This design comes from an exercise in tuning for small area and a short achievable clock period on the open sky130 flow, not from production work. In this exercise RTL edits were held to simulation tests only and were not proved equivalent to the original. Power and IR drop assume default switching activity.

==> inputs of run a <==
// bitmanip_pipe
module bitmanip_pipe(CLK,
                     RST_N,
                     mav_putvalue_instr,
                     mav_putvalue_src1,
                     mav_putvalue_src2,
                     mav_putvalue_src3,
                     EN_mav_putvalue,
                     mav_putvalue,
                     RDY_mav_putvalue,
                     mv_scopbusy,
                     RDY_mv_scopbusy);
Settings: LEC_CHECK=0, ABC_AREA=1, CAP_MARGIN=20, CORE_MARGIN=2, CORE_UTILIZATION=40, SLEW_MARGIN=20, TNS_END_PERCENT=10; clock period 26.0 ns.
standard.sh (not shown) runs the stock make flow with config.mk's settings and CLKGATE_MAP_FILE= SYNTH_SCRIPT=/design/flow/synth_recipe.tcl, a recipe that flattens the netlist after the stock synthesis.
==> flow/flow/run.sh <==
#!/bin/bash
# Own layout flow: the standard ORFS flow (standard.sh), run in two parts,
# with
#  - synthesis without full/half-adder cell extraction (ADDER_MAP_FILE empty),
#    so ABC maps the XOR/majority logic itself; registers are unchanged,
#  - port buffers of type buf_2 instead of the default delay-buffer cell,
#  - timing repair asked for more setup slack than the clock needs (17 ns up
#    to CTS, 16.6 ns after global routing), so that the achieved clock period
#    shrinks.
# If the detailed router leaves design-rule violations at the first core
# utilization, the whole layout is made again at a lower one.
# The design's clock period and I/O constraints are used unchanged.
set -uo pipefail
B="BUFFER_PORTS_ARGS=-buffer_cell sky130_fd_sc_hd__buf_2"
attempt() {
  local u=$1
  rm -f out/final.def
  if [ -d orfs ]; then mv orfs "orfs_before_u$u"; fi
  bash standard.sh ADDER_MAP_FILE= SETUP_SLACK_MARGIN=17 CORE_UTILIZATION=$u "$B" cts \
    > "flow_u${u}_to_cts.log" 2>&1 || return 1
  bash standard.sh ADDER_MAP_FILE= SETUP_SLACK_MARGIN=16.6 CORE_UTILIZATION=$u "$B" finish \
    > "flow_u${u}_finish.log" 2>&1 || return 1
  python3 - > "flow_u${u}_drc_check.log" 2>&1 <<'PY' || return 1
import glob, json, sys
f = glob.glob("orfs/logs/*/bitmanip_pipe/base/5_2_route.json")
n = json.load(open(f[0])).get("detailedroute__route__drc_errors", 1) if f else 1
print("detailed route violations:", n)
sys.exit(0 if n == 0 else 1)
PY
  [ -f out/final.def ]
}
attempt 40 || attempt 35 || attempt 30
==> run b: changes against run a <==
--- a/flow/design.v
+++ b/flow/design.v
@@ -97,14 +97,28 @@
   wire s_shf = (~in[30] & ~in[29] & ~in[26] & ~in[25] & ~in[13] & in[12]) | (~in[30] & ~in[29] & ~in[26] & ~in[5]);
   wire m_bfp = (in[13] & in[12]);
   wire m_bext = (~in[30] & ~in[12]);
   wire m_bdep = (in[30] & ~in[12]);
   wire m_plain = (in[27] & ~in[26] & ~in[13]) | (~in[31] & in[30] & ~in[29] & ~in[28] & in[27] & ~in[5]);
   wire m_gg = (in[29] & in[27] & ~in[26]);
   wire m_gor = (~in[30] & in[27] & ~in[26] & in[12]);
+  wire k_andn = (in[30] & in[13] & in[12]);
+  wire k_orn = (~in[25] & in[13] & ~in[12]);
+  wire k_xnor = (~in[27] & ~in[13] & ~in[12]);
+  wire k_mm = (~in[26] & in[25] & in[5]);
+  wire k_cmov = (in[26] & in[14]);
+  wire k_cmix = (in[25] & ~in[14] & in[5]);
+  wire k_pack = (~in[30] & ~in[25] & ~in[12]);
+  wire k_packu = (in[30] & in[27] & ~in[12]);
+  wire k_packh = (~in[30] & ~in[25] & in[13]);
+  wire k_sextb = (~in[27] & ~in[20] & ~in[5]);
+  wire k_sexth = (~in[27] & in[20] & ~in[5]);
+  wire k_sbset = (~in[30] & ~in[5]) | (~in[30] & in[29] & ~in[25]);
+  wire k_sbclr = (~in[29] & ~in[5]) | (~in[29] & ~in[25] & ~in[14]);
+  wire k_sbinv = (in[30] & in[29] & in[27] & ~in[5]) | (in[30] & in[29] & ~in[25] & in[5]);
   wire [5:0] amt = in[5] ? b[5:0] : in[25:20];
   wire [31:0] pu_y;
   bm_pu u_pu(.a(a), .b(b), .c(c), .in(in), .amt(amt),
              .d_bfp(m_bfp), .d_bext(m_bext), .d_bdep(m_bdep),
              .d_plain(m_plain), .d_grv(m_gg), .d_gor(m_gor),
              .y(pu_y));
   wire [31:0] shf;
@@ -113,44 +127,56 @@
   bm_shf u_shf(.a(a), .a_rho(a_rho), .amt(amt[3:0]), .un(in[14]), .y(shf));
   wire [5:0] cnt;
   bm_cnt u_cnt(.a(a), .sel(in[21:20]), .y(cnt));
   wire [31:0] crc;
   bm_crc u_crc(.a(a), .sel({in[23], in[21:20]}), .y(crc));
   wire [31:0] clm;
   bm_clm u_clm(.a(a), .b(b), .f3(f3[1:0]), .y(clm));
-  wire [31:0] sum, minmax;
-  bm_add u_add(.a(a), .b(b), .sh(in[14:13]), .cmp(in[25]), .sgn(~in[13]), .mx(in[12]),
-               .sum(sum), .mm(minmax));
-  wire [31:0] sbx;
-  bm_sbx u_sbx(.a(a), .sa(amt[4:0]), .op(in[30:29]), .y(sbx));
-  wire [31:0] lg = (f3 == 3'b111) ? (a & ~b) : (f3 == 3'b110) ? (a | ~b) : ~(a ^ b);
+  wire [31:0] sum;
+  wire lt;
+  bm_add u_add(.a(a), .b(b), .sh(in[14:13]), .cmp(in[25]), .sgn(~in[13]),
+               .sum(sum), .lt(lt));
   wire bz = (b == 32'd0);
-  wire [31:0] sA = {32{in[14] & ~bz}} | ({32{~in[14]}} & b);
-  wire [31:0] m3 = ~in[26] ? minmax : ((sA & a) | (~sA & c));
-  wire k_sext = ~in[5];
-  wire k_packu = in[30] & in[5];
-  wire k_packh = in[12] & in[5];
-  wire sxb = k_sext & ~in[20];
-  wire sgn = in[20] ? a[15] : a[7];
-  wire [7:0]  pk0 = k_packu ? a[23:16] : a[7:0];
-  wire [7:0]  pk1 = k_packu ? a[31:24] : k_packh ? b[7:0] : sxb ? {8{a[7]}} : a[15:8];
-  wire [15:0] pk2 = k_packu ? b[31:16] : k_packh ? 16'd0 : k_sext ? {16{sgn}} : b[15:0];
-  wire [31:0] pk = {pk2, pk1, pk0};
-  wire [31:0] fast =
-      ({32{s_lg}} & lg) |
-      ({32{s_shf}} & shf) |
-      ({32{s_add}} & sum) |
-      ({32{s_m3}} & m3) |
-      ({32{s_pk}} & pk) |
-      ({32{s_sbx}} & sbx);
-  wire [31:0] r4 = s_cnt ? {26'd0, cnt} : fast;
-  wire [31:0] r3 = s_crc ? crc : r4;
-  wire [31:0] r2 = s_sbe ? {31'd0, pu_y[0]} : r3;
-  wire [31:0] r1 = s_pu ? pu_y : r2;
-  wire [31:0] res = s_clm ? clm : r1;
+  wire sel = lt ^ in[12];
+  wire [3:0] d0 = {amt[1:0] == 2'd3, amt[1:0] == 2'd2, amt[1:0] == 2'd1, amt[1:0] == 2'd0};
+  wire [7:0] d1 = {amt[4:2] == 3'd7, amt[4:2] == 3'd6, amt[4:2] == 3'd5, amt[4:2] == 3'd4,
+                   amt[4:2] == 3'd3, amt[4:2] == 3'd2, amt[4:2] == 3'd1, amt[4:2] == 3'd0};
+  wire k_pk = k_pack | k_packu | k_packh | k_sextb | k_sexth;
+  wire t11 = ~(k_andn | k_sbclr | k_sbinv);
+  wire T10 = k_andn | k_orn | (k_mm & sel) | (k_cmov & ~bz) | k_pk | k_sbset | k_sbclr | k_sbinv;
+  wire T01 = (k_mm & ~sel) | (k_cmov & bz) | k_sbset | k_sbinv;
+  wire t00 = k_orn | k_xnor;
+  wire k_qb = k_andn | k_orn | k_xnor | k_mm;
+  wire k_qc = k_cmov | k_cmix;
+  wire k_qo = k_sbset | k_sbclr | k_sbinv;
+  integer q;
+  reg [31:0] su;
+  reg P, Q, t10, t01;
+  always @* begin
+    for (q = 0; q < 32; q = q + 1) begin
+      if (q < 8)
+        P = k_packu ? a[q+16] : a[q];
+      else if (q < 16)
+        P = k_packu ? a[q+16] : k_packh ? b[q-8] : k_sextb ? a[7] : a[q];
+      else
+        P = k_packu ? b[q] : k_pack ? b[q-16] : k_packh ? 1'b0 :
+            k_sextb ? a[7] : k_sexth ? a[15] : a[q];
+      Q = (k_qb & b[q]) | (k_qc & c[q]) | (k_qo & d0[q % 4] & d1[q / 4]);
+      t10 = T10 | (k_cmix & b[q]);
+      t01 = T01 | (k_cmix & ~b[q]);
+      su[q] = (P & Q & t11) | (P & ~Q & t10) | (~P & Q & t01) | (~P & ~Q & t00);
+    end
+  end
+  wire [31:0] r6 = s_sbe ? {31'd0, pu_y[0]} : shf;
+  wire [31:0] r5 = s_cnt ? {26'd0, cnt} : r6;
+  wire [31:0] r4 = s_crc ? crc : r5;
+  wire [31:0] r3 = s_pu ? pu_y : r4;
+  wire [31:0] r2 = s_clm ? clm : r3;
+  wire [31:0] r1 = (s_lg | s_m3 | s_pk | s_sbx) ? su : r2;
+  wire [31:0] res = s_add ? sum : r1;
   assign mav_putvalue = {res, valid};
 endmodule
 module bm_pu(input [31:0] a, input [31:0] b, input [31:0] c, input [31:0] in,
              input [5:0] amt, input d_bfp, input d_bext, input d_bdep,
              input d_plain, input d_grv, input d_gor, output [31:0] y);
   function geqc;
     input [5:0] x;
@@ -345,26 +371,14 @@
   always @* for (q = 0; q < 32; q = q + 1) arev[q] = a[31-q];
   wire [5:0] clz = lzc32(a);
   wire [5:0] ctz = lzc32(arev);
   wire [5:0] pcnt;
   bm_pop32 u_pop(.x(a), .y(pcnt));
   assign y = sel[1] ? pcnt : sel[0] ? ctz : clz;
 endmodule
-module bm_sbx(input [31:0] a, input [4:0] sa, input [1:0] op, output [31:0] y);
-  wire [3:0] d0 = {sa[1:0] == 2'd3, sa[1:0] == 2'd2, sa[1:0] == 2'd1, sa[1:0] == 2'd0};
-  wire [7:0] d1 = {sa[4:2] == 3'd7, sa[4:2] == 3'd6, sa[4:2] == 3'd5, sa[4:2] == 3'd4,
-                   sa[4:2] == 3'd3, sa[4:2] == 3'd2, sa[4:2] == 3'd1, sa[4:2] == 3'd0};
-  genvar i;
-  generate
-    for (i = 0; i < 32; i = i + 1) begin : g_b
-      wire oh = d0[i % 4] & d1[i / 4];
-      assign y[i] = oh ? (op[1] ? (op[0] & ~a[i]) : 1'b1) : a[i];
-    end
-  endgenerate
-endmodule
 module bm_pfx(input [31:0] m, output [79:0] ns);
   function geqc;
     input [5:0] x;
     input integer C;
     integer i;
     begin
       geqc = 1'b1;
@@ -2166,15 +2180,15 @@
   wire cx461 = cx458 ^ cx459;
   wire cx462 = cx460 ^ cx461;
   wire [31:0] cl = {cx462, cx431, cx401, cx373, cx347, cx323, cx301, cx281, cx263, cx247, cx230, cx215, cx202, cx191, cx182, cx175, cx170, cx168, cx165, cx162, cx159, cx156, cx153, cx150, kl_28, kl_21, kl_15, kl_10, kl_6, kl_3, kl_1, p_ca0_cb0};
   wire [31:0] clr = {cl[0], cl[1], cl[2], cl[3], cl[4], cl[5], cl[6], cl[7], cl[8], cl[9], cl[10], cl[11], cl[12], cl[13], cl[14], cl[15], cl[16], cl[17], cl[18], cl[19], cl[20], cl[21], cl[22], cl[23], cl[24], cl[25], cl[26], cl[27], cl[28], cl[29], cl[30], cl[31]};
   assign y = ~rv ? cl : (f3[0] ? {1'b0, clr[31:1]} : clr);
 endmodule
 module bm_add(input [31:0] a, input [31:0] b, input [1:0] sh, input cmp,
-              input sgn, input mx, output [31:0] sum, output [31:0] mm);
+              input sgn, output [31:0] sum, output lt);
   wire [31:0] as = sh[1] ? (sh[0] ? {a[28:0], 3'd0} : {a[29:0], 2'd0})
                          : (sh[0] ? {a[30:0], 1'd0} : a);
   wire [31:0] A = cmp ? {a[31] ^ sgn, a[30:0]} : as;
   wire [31:0] B = cmp ? ~{b[31] ^ sgn, b[30:0]} : b;
   wire [31:0] pg = A ^ B;
   wire [31:0] gg = A & B;
   wire bg1 = gg[0] | (pg[0] & cmp);
@@ -2259,16 +2273,15 @@
   wire bg54 = gg[23] | (pg[23] & bg32);
   wire bg55 = gg[25] | (pg[25] & bg41);
   wire bg56 = gg[27] | (pg[27] & bg35);
   wire bg57 = gg[29] | (pg[29] & bg42);
   wire bg58 = gg[31] | (pg[31] & bg31);
   wire [32:0] cy = {bg58, bg31, bg57, bg42, bg56, bg35, bg55, bg41, bg54, bg32, bg53, bg40, bg52, bg34, bg51, bg39, bg50, bg29, bg49, bg38, bg48, bg33, bg47, bg37, bg46, bg25, bg45, bg36, bg44, bg17, bg43, bg1, cmp};
   assign sum = pg ^ cy[31:0];
-  wire lt = ~cy[32];
-  assign mm = (lt ^ mx) ? a : b;
+  assign lt = ~cy[32];
 endmodule
 module bitmanip_pipe(CLK,
                      RST_N,
                      mav_putvalue_instr,
                      mav_putvalue_src1,
                      mav_putvalue_src2,
                      mav_putvalue_src3,
==> flow/flow/run.sh (replaced) <==
#!/bin/bash
# Own layout flow: the standard ORFS flow (standard.sh), run in two parts,
# with
#  - synthesis without full/half-adder cell extraction (ADDER_MAP_FILE empty),
#    so ABC maps the XOR/majority logic itself; registers are unchanged,
#  - port buffers of type buf_2 instead of the default delay-buffer cell,
set -uo pipefail
B="BUFFER_PORTS_ARGS=-buffer_cell sky130_fd_sc_hd__buf_2"
attempt() {
  local u=$1
  rm -f out/final.def
  if [ -d orfs ]; then mv orfs "orfs_before_u$u"; fi
  bash standard.sh ADDER_MAP_FILE= SETUP_SLACK_MARGIN=17 SKIP_GATE_CLONING=1 CORE_UTILIZATION=$u "$B" cts \
    > "flow_u${u}_to_cts.log" 2>&1 || return 1
  bash standard.sh ADDER_MAP_FILE= SETUP_SLACK_MARGIN=16.6 SKIP_GATE_CLONING=1 CORE_UTILIZATION=$u "$B" finish \
    > "flow_u${u}_finish.log" 2>&1 || return 1
  python3 - > "flow_u${u}_drc_check.log" 2>&1 <<'PY' || return 1
import glob, json, sys
f = glob.glob("orfs/logs/*/bitmanip_pipe/base/5_2_route.json")
n = json.load(open(f[0])).get("detailedroute__route__drc_errors", 1) if f else 1
print("detailed route violations:", n)
sys.exit(0 if n == 0 else 1)
PY
  [ -f out/final.def ]
}
attempt 40 || attempt 35 || attempt 30
==> run summary <==
- In flip-flop and latch count, run a and run b do not differ.
- Of run b and run a, run b has the higher combinational power (gap about 2%, measured against run a).
- Against run b, the total power of run a is lower by 1.4%.
- Sequential share of layout area: run b is higher than run a (0.057 points).
- Against run a, the worst hold slack of run b is lower by 24 ps.

-- port drivers added, routing unchanged --
No port has a modelled driver above. Below, the same layouts with a new extraction and two added sets of constraints. Step 1: set_driving_cell puts a clkbuf_16 on CLK and a buf_2 on each other input, an assumption about the parent block. Step 2 moves the port delays by t, midway between the first and last clock arrival at a register: inputs arrive t later, outputs are due t later. That takes back most of the time a late clock gives input paths. Slacks: ideal ports / drivers / drivers and shift; pairs: ideal ports / drivers.
run	t, ns	slack for setup (ns)	worst setup path after step 2
run a	0.327	16.450 / 16.446 / 16.119	input to register
run b	0.324	16.535 / 16.451 / 16.127	input to register
After both steps every run listed still meets setup and hold. The setup slack of run b, which loses most, moves by -0.084 ns with the drivers and by -0.408 ns with both steps.
